This design comes from an exercise in tuning for small area on the open sky130 flow, not from production work. Function was checked by simulation only, so behaviour that the tests miss may differ from the original. No activity file was given, so power comes from the tool's default toggle rates.

==> flow/design.v (outline; a module is shown in full before it is edited, if it fits) <==
// module mfcc_dct: 1653 lines
module mfcc_dct(
    input         clk,
    input         rst,
    input  [15:0] in_data,
    input         in_valid,
    output        c0_valid,
    output [31:0] c0_data,
    output        c1_valid,
    output [31:0] c1_data,
    output        c2_valid,
    output [31:0] c2_data,
    output        c3_valid,
    output [31:0] c3_data,
    output        c4_valid,
    output [31:0] c4_data,
    output        c5_valid,
    output [31:0] c5_data,
    output        c6_valid,
    output [31:0] c6_data,
    output        c7_valid,
    output [31:0] c7_data,
    output        c8_valid,
    output [31:0] c8_data,
    output        c9_valid,
    output [31:0] c9_data,
    output        c10_valid,
    output [31:0] c10_data,
    output        c11_valid,
    output [31:0] c11_data,
    output        c12_valid,
    output [31:0] c12_data
    );
  // ...
==> flow/run.sh <==
#!/bin/bash
# synth_recipe.tcl (not shown) runs the flow's synth.tcl, then flattens the netlist and writes it again
# the make line also repeats each setting of config.mk as NAME=value (left out here)
make -C /OpenROAD-flow-scripts/flow DESIGN_CONFIG=/design/flow/config.mk WORK_HOME=/design/flow/orfs CLKGATE_MAP_FILE= SYNTH_SCRIPT=/design/flow/synth_recipe.tcl finish
==> flow/config.mk <==
export PLATFORM = sky130hd
export DESIGN_NAME = mfcc_dct
export DESIGN_NICKNAME = mfcc_dct
export VERILOG_FILES = /design/flow/design.v
export SDC_FILE = /design/flow/constraint.sdc
export NUM_CORES = 4
export LEC_CHECK = 0
export ABC_AREA = 1
export CAP_MARGIN = 20
export CORE_MARGIN = 2
export CORE_UTILIZATION = 40
export PLACE_DENSITY = 0.6
export SLEW_MARGIN = 20
==> flow/constraint.sdc <==
create_clock -name core_clock -period 10.0 [get_ports {clk}]
set_input_delay 2.0000 -clock core_clock [delete_from_list [all_inputs] [get_ports {clk}]]
set_output_delay 2.0000 -clock core_clock [all_outputs]
set_load 0.01 [all_outputs]
==> notes.md, run 1 <==
----------------------------------------------------
[Hold path]
  Critical hold path startpoint ... rA[9][1]$_DFF_P_
  Hold/Removal Path Class ... reg2reg

[CTS]
  Clk root buf ... sky130_fd_sc_hd__clkbuf_16
  Buffers inserted by post-CTS timing repair ... 3
  Total number of clock tree sinks ... 2492
  Quantity of gates resized following cts ... 26

[Detailed routing]
  Ratio of routed vias to standard cells ... 4.629
  Count of TritonRoute iterations in the first routing pass ... 6

[Setup path]
  Top Family by Delay on Critical Path ... adder cells
  FF-to-FF setup slack ... 0.28 ns
  Worst Setup EP ... rA[1][30]$_DFF_P_
  Critical path depth ... 50
  Number of buffers and inverters on the critical path ... 11
  Critical Path AT ... 10.44 ns
  Type of element launching the critical path ... register
  Delay of the slowest cell on the worst path ... 0.56 ns

[Finish]
  Signal buffers ... 780
  Share of final-layout standard cells stronger than drive strength 1 ... 12.40%
  Non-clk buf share ... 7.283%

[Die]
  Count of standard-cell rows ... 165
  DIE AREA ... 207900 um2

[Timing]
  Timing-limited maximum frequency ... 102.8 MHz
  Unrepaired setup endpoints after global routing ... yes

[Global routing]
  M1 GR Usage ... 24.96%
  GRT overflow ... 0
  Antenna violations before repair ... 2

[Synthesis]
  Synth Area in XOR/XNOR ... 3.052%
  Cell types occupying the most area after synthesis ... sky130_fd_sc_hd__dfxtp_1 53%, sky130_fd_sc_hd__edfxtp_1 12%, sky130_fd_sc_hd__fa_1 7.2%
  Predominant post-synthesis flop cell ... sky130_fd_sc_hd__dfxtp_1
  Post-synthesis compound-gate area fraction ... 8.056%

[Pwr]
  Comb power ... 6.32 mW
  PwrDens ... 302.8 nW/um2
  Reported net switching power ... 8.300 mW
  Switching share of total power ... 28.11%
  Static Leakage ... 40.80 nW
  Peak supply drop ... 0.1852 mV

[Run status]
  Result of the run ... finished clean

[Placement]
  Placed cells ... 9981
  Placed Instance Area ... 88870 um2

----------------------------------------------------
==> inputs of run 2 (changes only) <==
--- a/flow/design.v
+++ b/flow/design.v
@@ -40,16 +40,17 @@
         end else begin
             ph <= (ph == 4'd12) ? 4'd0 : ph + 4'd1;
             oh <= {oh[11:0], oh[12]};
         end
     end
     wire [12:0] oh1 = {oh[0], oh[12:1]};
     wire [12:0] oh2 = {oh1[0], oh1[12:1]};
     wire [12:0] oh3 = {oh2[0], oh2[12:1]};
+    wire [12:0] oh4 = {oh3[0], oh3[12:1]};
     reg [3:0] n;             
     reg [5:0] fcnt;          
     reg [15:0] st0, st1, st2, st3, st4, st5, st6;    
     reg [15:0] x9;
     wire push = in_valid & (n <= 4'd6);
     wire pop  = in_valid & (n >= 4'd8);
     always @(posedge clk) begin
         if (rst) begin
@@ -363,30 +364,33 @@
     reg [29:0] rC2 [0:12];
     reg [30:0] rD1 [0:12];
     reg [30:0] rD2 [0:12];
     wire [30:0] macA = {g_m975, g_m974, g_m973, g_m972, g_m971, g_m970, g_m969, g_m968, g_m967, g_m966, g_m965, g_m964, g_m963, g_m962, g_m961, g_s899, g_s897, g_s895, g_s893, g_s891, g_s889, g_s887, g_s885, g_s883, g_s881, g_s879, g_s877, g_s875, g_s873, g_s871, g_s869};
     wire c2x = oh2[0] ? 1'b0 : rC2[2][29];
     wire [30:0] dval = {g_m1082, g_m1081, g_m1080, g_m1079, g_m1078, g_m1077, g_m1076, g_m1075, g_m1074, g_m1073, g_m1072, g_m1071, g_m1070, g_m1069, g_m1068, g_s1006, g_s1004, g_s1002, g_s1000, g_s998, g_s996, g_s994, g_s992, g_s990, g_s988, g_s986, g_s984, g_s982, g_s980, g_s978, g_s976};
     wire [31:0] ddval = {g_m1194, g_m1193, g_m1192, g_m1191, g_m1190, g_m1189, g_m1188, g_m1187, g_m1186, g_m1185, g_m1184, g_m1183, g_m1182, g_m1181, g_m1180, g_m1179, g_s1113, g_s1111, g_s1109, g_s1107, g_s1105, g_s1103, g_s1101, g_s1099, g_s1097, g_s1095, g_s1093, g_s1091, g_s1089, g_s1087, g_s1085, g_s1083};
     wire act0 = (ocnt != 4'd0) && (ocnt != 4'd14);
-    reg act1, act2;
+    reg act1, act2, act3;
     reg [3:0] flc;
     wire flush = (flc != 4'd0);
     always @(posedge clk) begin
         if (rst) begin
             act1 <= 1'b0;
             act2 <= 1'b0;
+            act3 <= 1'b0;
             flc <= 4'd13;
         end else begin
             act1 <= act0;
             act2 <= act1;
+            act3 <= act2;
             if (flc != 4'd0) flc <= flc - 4'd1;
         end
     end
+    reg rA4h;    
     integer p;
     always @(posedge clk) begin
         for (p = 0; p < 12; p = p + 1) begin
             rA[p+1] <= rA[p];
             rC1[p+1] <= rC1[p];
             rC2[p+1] <= rC2[p];
             rD1[p+1] <= rD1[p];
             rD2[p+1] <= rD2[p];
@@ -398,41 +402,42 @@
         rD2[0] <= rD2[12];
         rA[1] <= macA;
         if (act1) begin
             rA[3] <= dval;
             rC1[3] <= rA[2][29:0];
             rC2[3] <= rC1[2];
         end
         if (act2) begin
+            rA[4] <= ddval[30:0];
             rD1[4] <= rA[3];
             rD2[4] <= rD1[3];
         end
-        if (act2 | flush | rst) rA[4] <= 31'd0;
+        rA4h <= ddval[31];
+        if (act3 | flush | rst) rA[5] <= 31'd0;
     end
-    wire [31:0] srcC = {rA[1][30], rA[1]};
-    wire [31:0] srcD = {dval[30], dval};
-    wire [31:0] srcDD = ddval;
+    wire [31:0] srcC = {rA[2][30], rA[2]};
+    wire [31:0] srcD = {rA[3][30], rA[3]};
+    wire [31:0] srcDD = {rA4h, rA[4]};
     wire den = ~(fcnt == 6'd1 || fcnt == 6'd2);
     wire dden = den & ~(fcnt == 6'd3 || fcnt == 6'd4);
-    reg [31:0] bus0, bus1, bus2, bus3;
     reg [12:0] vld;
-    wire bs0_c = oh1[0] | oh1[3] | oh1[6] | oh1[9];
-    wire bs0_d = oh2[0] | oh2[3] | oh2[6] | oh2[9];
-    wire bs1_c = oh1[1] | oh1[4] | oh1[7] | oh1[10];
-    wire bs1_d = oh2[1] | oh2[4] | oh2[7] | oh2[10];
-    wire bs2_c = oh1[2] | oh1[5] | oh1[8] | oh1[11];
-    wire bs2_d = oh2[2] | oh2[5] | oh2[8] | oh2[11];
-    wire bs3_c = oh1[12];
-    wire bs3_d = oh2[12];
+    wire bs0_c = oh2[0] | oh2[3] | oh2[6] | oh2[9];
+    wire bs0_d = oh3[0] | oh3[3] | oh3[6] | oh3[9];
+    wire [31:0] bus0 = bs0_c ? srcC : bs0_d ? srcD : srcDD;
+    wire bs1_c = oh2[1] | oh2[4] | oh2[7] | oh2[10];
+    wire bs1_d = oh3[1] | oh3[4] | oh3[7] | oh3[10];
+    wire [31:0] bus1 = bs1_c ? srcC : bs1_d ? srcD : srcDD;
+    wire bs2_c = oh2[2] | oh2[5] | oh2[8] | oh2[11];
+    wire bs2_d = oh3[2] | oh3[5] | oh3[8] | oh3[11];
+    wire [31:0] bus2 = bs2_c ? srcC : bs2_d ? srcD : srcDD;
+    wire bs3_c = oh2[12];
+    wire bs3_d = oh3[12];
+    wire [31:0] bus3 = bs3_c ? srcC : bs3_d ? srcD : srcDD;
     always @(posedge clk) begin
-        bus0 <= bs0_c ? srcC : bs0_d ? srcD : srcDD;
-        bus1 <= bs1_c ? srcC : bs1_d ? srcD : srcDD;
-        bus2 <= bs2_c ? srcC : bs2_d ? srcD : srcDD;
-        bus3 <= bs3_c ? srcC : bs3_d ? srcD : srcDD;
         if (rst) vld <= 13'd0;
         else vld <= ({13{act0}} & oh1) | ({13{act1 & den}} & oh2) | ({13{act2 & dden}} & oh3);
     end
     assign c0_valid = vld[0];
     assign c0_data = bus0;
     assign c1_valid = vld[1];
     assign c1_data = bus1;
     assign c2_valid = vld[2];
==> flow/config.mk (replaced) <==
export PLATFORM = sky130hd
export DESIGN_NAME = mfcc_dct
export DESIGN_NICKNAME = mfcc_dct
export VERILOG_FILES = /design/flow/design.v
export SDC_FILE = /design/flow/constraint.sdc
export NUM_CORES = 4
export LEC_CHECK = 0
export ABC_AREA = 1
export CAP_MARGIN = 20
export CORE_MARGIN = 2
export CORE_UTILIZATION = 65
export CTS_BUF_LIST = sky130_fd_sc_hd__clkbuf_8
export CTS_CLUSTER_SIZE = 30
export PLACE_DENSITY = 0.75
export SLEW_MARGIN = 20
==> run 2 against run 1 <==
- synthesized area shrank 2.9%
- sequential share of layout area increased by 0.44 points
- fmax is 0.98% higher
- clock power fell by 17%
- critical path depth down 4
- count of clock-buffer cells in the layout increased by 105
- register-to-register slack improved by 0.09 ns
- worst setup slack improved by 0.094 ns
- critical path type unchanged
==> notes.md, run 2 <==
----------------------------------------------------
[Timing]
  Final-report setup violation count ... 0 (unchanged)
  Slew at the pin closest to its max-slew limit ... 1.181 ns (was 1.049 ns)
  Fin Clk Skew ... 0.1164 ns (was 0.06042 ns)
  Final critical delay including setup and external delays ... 9.631 ns (was 9.725 ns)
  Worst relative slew slack ... 19.71% (was 30.10%)
  Post-route worst hold slack ... 0.2625 ns (was 0.2892 ns)
  Endpoints failing hold ... 0 (unchanged)
  Final worst-path setup slack ... 0.3694 ns (was 0.2753 ns)
  Fin. max-slew vios ... 0 (unchanged)
  Timing-limited maximum frequency ... 103.8 MHz (was 102.8 MHz)
  Tcrit/Tclk final ... 96.31% (was 97.25%)

[CTS]
  CTS tree ... done (unchanged)
  Clk Latency, worst-skew pair ... 1.01 ns (was 0.87 ns)
  Clk root buf ... sky130_fd_sc_hd__clkbuf_8 (was sky130_fd_sc_hd__clkbuf_16)
  Number of buffers between clock root and the deepest sink ... 4 (was 3)
  Hold Buf Count CTS ... 0 (unchanged)
  Clock slew seen by the registers of the worst setup and hold paths ... 0.06 ns (about the same)
  Total number of clock tree sinks ... 2366 (was 2492)
  # H-tree levels ... 5 (was 4)
  Clock buffers created by TritonCTS ... 349 (was 229)

[Setup path]
  Type of element launching the critical path ... register (unchanged)
  Source of the critical timing path ... j1[0]$_DFFE_PP_ (unchanged)
  Worst Setup EP ... rA[1][29]$_DFF_P_ (was rA[1][30]$_DFF_P_)
  Critical Path AT ... 10.48 ns (was 10.44 ns)
  Critical register-to-register path startpoint ... j1[0]$_DFFE_PP_ (unchanged)
  Number of buffers and inverters on the critical path ... 12 (was 11)
  Critical path depth ... 46 (was 50)
  Maximum fanout count along the critical path ... 17 (was 5)
  Delay of the slowest cell on the worst path ... 0.52 ns (was 0.56 ns)
  Critical Path RT ... 10.85 ns (was 10.71 ns)
  Setup crit end kind ... register (unchanged)
  FF-to-FF setup slack ... 0.37 ns (was 0.28 ns)
  Slowest CP cell ... sky130_fd_sc_hd__fa_1 (unchanged)
  Most frequent cell on the critical path ... sky130_fd_sc_hd__fa_2 (unchanged)
  Top Family by Delay on Critical Path ... adder cells (unchanged)
  Logic depth of the worst register-to-register path ... 46 (was 50)
  Reg2Reg Capture Point ... rA[1][29]$_DFF_P_ (was rA[1][30]$_DFF_P_)
  Path type of the worst setup path ... reg2reg (unchanged)

[Finish]
  Share of final-layout standard cells stronger than drive strength 1 ... 12.95% (was 12.40%)
  Most common cell after layout, fill and taps aside ... sky130_fd_sc_hd__dfxtp_1 (unchanged)
  Number of standard cells in the layout, taps in and fillers out ... 9455 (was 10420)
  Nets ... 8020 (was 7996)
  Fill cell instance count of the final layout ... 7775 (was 17950)
  Largest registers ... rA: 403 flops, rD1: 403 flops, rD2: 403 flops (unchanged)
  P&R area growth vs syn ... 16.10% (was 19.33%)
  Top library cells by usage in the layout, fill and taps aside ... 2042 x sky130_fd_sc_hd__dfxtp_1, 1005 x sky130_fd_sc_hd__nand2_1, 764 x sky130_fd_sc_hd__inv_1, 665 x sky130_fd_sc_hd__o21ai_0, 446 x sky130_fd_sc_hd__clkdlybuf4s50_1 (was 2168 x sky130_fd_sc_hd__dfxtp_1, 1052 x sky130_fd_sc_hd__nand2_1, 662 x sky130_fd_sc_hd__inv_1, 596 x sky130_fd_sc_hd__o21ai_0, 447 x sky130_fd_sc_hd__clkdlybuf4s50_1)

[Synthesis]
  Cell types occupying the most area after synthesis ... sky130_fd_sc_hd__dfxtp_1 52%, sky130_fd_sc_hd__edfxtp_1 12%, sky130_fd_sc_hd__fa_1 7.4% (was sky130_fd_sc_hd__dfxtp_1 53%, sky130_fd_sc_hd__edfxtp_1 12%, sky130_fd_sc_hd__fa_1 7.2%)
  Number of storage elements in the synthesis netlist ... 2366 (was 2492)
  Total nets after synthesis ... 7457 (was 7542)
  Post-Synthesis Mean Instance Area ... 11.31 um2 (was 11.51 um2)
  Total number of yosys warnings ... 6 (unchanged)
  Syn Std Cell Area ... 79340 um2 (was 81710 um2)
  Top cells by count, synth ... 2045 x sky130_fd_sc_hd__dfxtp_1, 1026 x sky130_fd_sc_hd__nand2_1, 667 x sky130_fd_sc_hd__o21ai_0, 652 x sky130_fd_sc_hd__inv_1, 321 x sky130_fd_sc_hd__edfxtp_1 (was 2171 x sky130_fd_sc_hd__dfxtp_1, 1082 x sky130_fd_sc_hd__nand2_1, 684 x sky130_fd_sc_hd__inv_1, 608 x sky130_fd_sc_hd__o21ai_0, 321 x sky130_fd_sc_hd__edfxtp_1)
  Predominant post-synthesis flop cell ... sky130_fd_sc_hd__dfxtp_1 (unchanged)
  Post-Synthesis Cells ... 7014 (was 7099)
  Asr flop ratio synth ... 0% (unchanged)
  Largest area contributor in the synthesized netlist ... sky130_fd_sc_hd__dfxtp_1 (unchanged)
  Area share of the largest cell type after synthesis ... 51.60% (was 53.19%)
  Number of flops mapped to enable cells by yosys ... 321 (unchanged)
  Part of the Yosys area used for sequential elements ... 63.75% (was 64.99%)
  Dominant cell by count in the synthesized netlist ... sky130_fd_sc_hd__dfxtp_1 (unchanged)
  Number of library cell types mapped by synthesis ... 58 (was 64)

[Detailed routing]
  Routed WL per cell ... 20.92 um (was 18.00 um)
  Post-detailed-route DRC marker count ... 0 (unchanged)
  Final wirelength ... 197.8 mm (was 187.5 mm)
  Count of TritonRoute iterations in the first routing pass ... 6 (unchanged)
  Antenna-violating nets left ... 0 (unchanged)
  Detailed router's first-iteration violation count ... 4930 (was 3629)
  Ratio of routed vias to standard cells ... 5.360 (was 4.629)
  Routed via count ... 50680 (was 48240)

[Placement]
  Worst slack after detailed placement ... -0.3933 ns (was -0.4801 ns)
  Final HPWL from detailed placement ... 136.4 mm (was 132.8 mm)
  Port Buffers ... 447 (unchanged)
  Placed cells ... 8844 (was 9981)
  Final Wtd Congestion ... 1.005 (was 0.8698)

[Global routing]
  Maximum number of pins on one net before global-route repair ... 111 (was 79)
  Global routing usage summed across all routing layers ... 31.78% (was 17.93%)
  Via count of the first global-routing pass ... 51730 (was 48840)
  Antenna violations before repair ... 13 (was 2)
  M1 GR Usage ... 42.44% (was 24.96%)
  Most heavily used metal layer in global routing ... met2 (unchanged)
  GRT overflow ... 0 (unchanged)
  GR met2 Demand/Resource ... 49.64% (was 28.50%)
  Met3 routing resource usage after global routing ... 6.972% (was 2.684%)
  Global-route wire length before repair ... 302.0 mm (was 288.8 mm)

[Pwr]
  Internal cell power ... 14.91 mW (was 21.22 mW)
  Switching share of total power ... 24.77% (was 28.11%)
  Peak supply drop ... 0.1975 mV (was 0.1852 mV)
  Reg power frac ... 52.0% (was 48.5%)
  Part of the power in combinational logic ... 10.8% (was 21.4%)
  Reported net switching power ... 4.910 mW (was 8.300 mW)
  Static Leakage ... 39.05 nW (was 40.80 nW)
  Power consumption ... 19.82 mW (was 29.52 mW)
  Clock share of power ... 37.2% (was 30.2%)
  PwrDens ... 215.2 nW/um2 (was 302.8 nW/um2)

[Die]
  Starting utilization of the core area ... 65.36% (was 40.34%)
  Ports ... 448 (unchanged)
  Die X-Extent ... 353.4 um (was 456.0 um)
  Total core area ... 121400 um2 (was 202500 um2)
  DIE AREA ... 124900 um2 (was 207900 um2)
  Die height ... 353.4 um (was 456.0 um)
  Count of standard-cell rows ... 128 (was 165)

[Hold path]
  Hold/Removal Path Class ... reg2reg (unchanged)

[Run status]
  Result of the run ... finished clean (unchanged)

[Job]
  Number of maximum-capacitance constraint violations ... 0 (unchanged)

----------------------------------------------------
==> run 2: how the worst min path moves through the flow <==
stage	start	depth (start not counted)	slack, ns	endpoint
floorplan	rA[12][0]$_DFF_P_	0	0.31	rA[0][0]$_DFF_P_
global placement	rD1[12][30]$_DFF_P_	0	0.31	rD1[0][30]$_DFF_P_
detailed placement	rC1[1][4]$_DFF_P_	0	0.31	rC1[2][4]$_DFF_P_
CTS	rC2[8][27]$_DFF_P_	0	0.25	rC2[9][27]$_DFF_P_
global route	rA[12][28]$_DFF_P_	0	0.27	rA[0][28]$_DFF_P_
finish	rC2[8][27]$_DFF_P_	0	0.26	rC2[9][27]$_DFF_P_
==> run 2: kinds of logic (layout without fill, tap and decap cells) <==
kind of cell	after synthesis	after routing	synth area share [%]
compound gates	1257	1257	8.727
simple gates	1406	1406	7.131
buf+inv	1249	2060	7.445
xor+xnor	282	282	3.113
mux	30	30	0.3785
other cells	0	5	0
fa+ha+maj	424	424	9.459
flops	2366	2366	63.75
==> run 2: repair_timing <==
item,4_1_cts,5_1_grt
pin swaps,9,41
endpoints found under the setup margin,4,17
buffers inserted,2,5
resized for setup,11,64
==> run 2: cell type report <==
class | count | area [um2] | share of cell area, %
well taps | 1625 | 2033 | 2.207
multi-input cells | 3399 | 23270 | 25.26
clock buffers | 420 | 5781 | 6.275
repair buffers | 775 | 6959 | 7.555
diodes | 5 | 12.51 | 0.01358
inverters | 686 | 2586 | 2.808
flip-flops and latches | 2366 | 50580 | 54.91
clock inverters | 179 | 893.4 | 0.9698
==> run 2: power groups by stage <==
stage | sequential (mW) | combinational [mW] | clock [mW]
3_5_place_dp | 10.5 | 2.05 | 0
2_1_floorplan | 10.4 | 1.25 | 0
4_1_cts | 10.3 | 2.10 | 7.49
3_3_place_gp | 10.5 | 2.02 | 0
6_report | 10.3 | 2.14 | 7.37
5_1_grt | 10.3 | 2.29 | 7.90
==> run 2: per-stage QoR <==
step	util, %	cell area [um2]	TNS [ns]
floorplan	-	79410	0
global placement	70.08	85080	-0.4345
detailed placement	70.09	85090	-1.045
CTS	75.64	91830	0
global route	75.88	92110	-0.1641
finish	75.88	92120	0
==> run 2: layer usage <==
layer | vias up | routed length (um)
met5 | - | 58
met4 | 10 | 9152
met3 | 577 | 15620
met2 | 2305 | 90520
met1 | 24370 | 82490
li1 | 23420 | -

-- port drivers added, routing unchanged --
In the flow no input, the clock included, has a driving cell. The finished layouts below were timed again as built, in two steps. Step 1 (the two cells are an assumption about what drives the block):
set clk [get_ports {clk}]
set_driving_cell -lib_cell sky130_fd_sc_hd__clkbuf_16 $clk
set_driving_cell -lib_cell sky130_fd_sc_hd__buf_2 [delete_from_list [all_inputs] $clk]
Step 2 times the ports against the registers' clock, not the clock port: input delays grow and output delays shrink by t, the midpoint of the rising clock arrivals with the driver on. a / b / c = no drivers / after step 1 / after step 2; a / b = the first two.
run | t (ns) | slack for setup (ns) | clock arrival spread, ns | slew at the worst register clock pin (ns)
run 1 | 0.925 | 0.275 / 0.275 / 0.275 | 0.075 / 0.075 | 0.07 / 0.07
run 2 | 1.035 | 0.369 / 0.369 / 0.005 | 0.126 / 0.126 | 0.08 / 0.08
After both steps setup and hold are still met in every run listed. For run 2, which loses most, drivers alone change the setup slack by 0.000 ns; drivers and shift together by -0.364 ns.
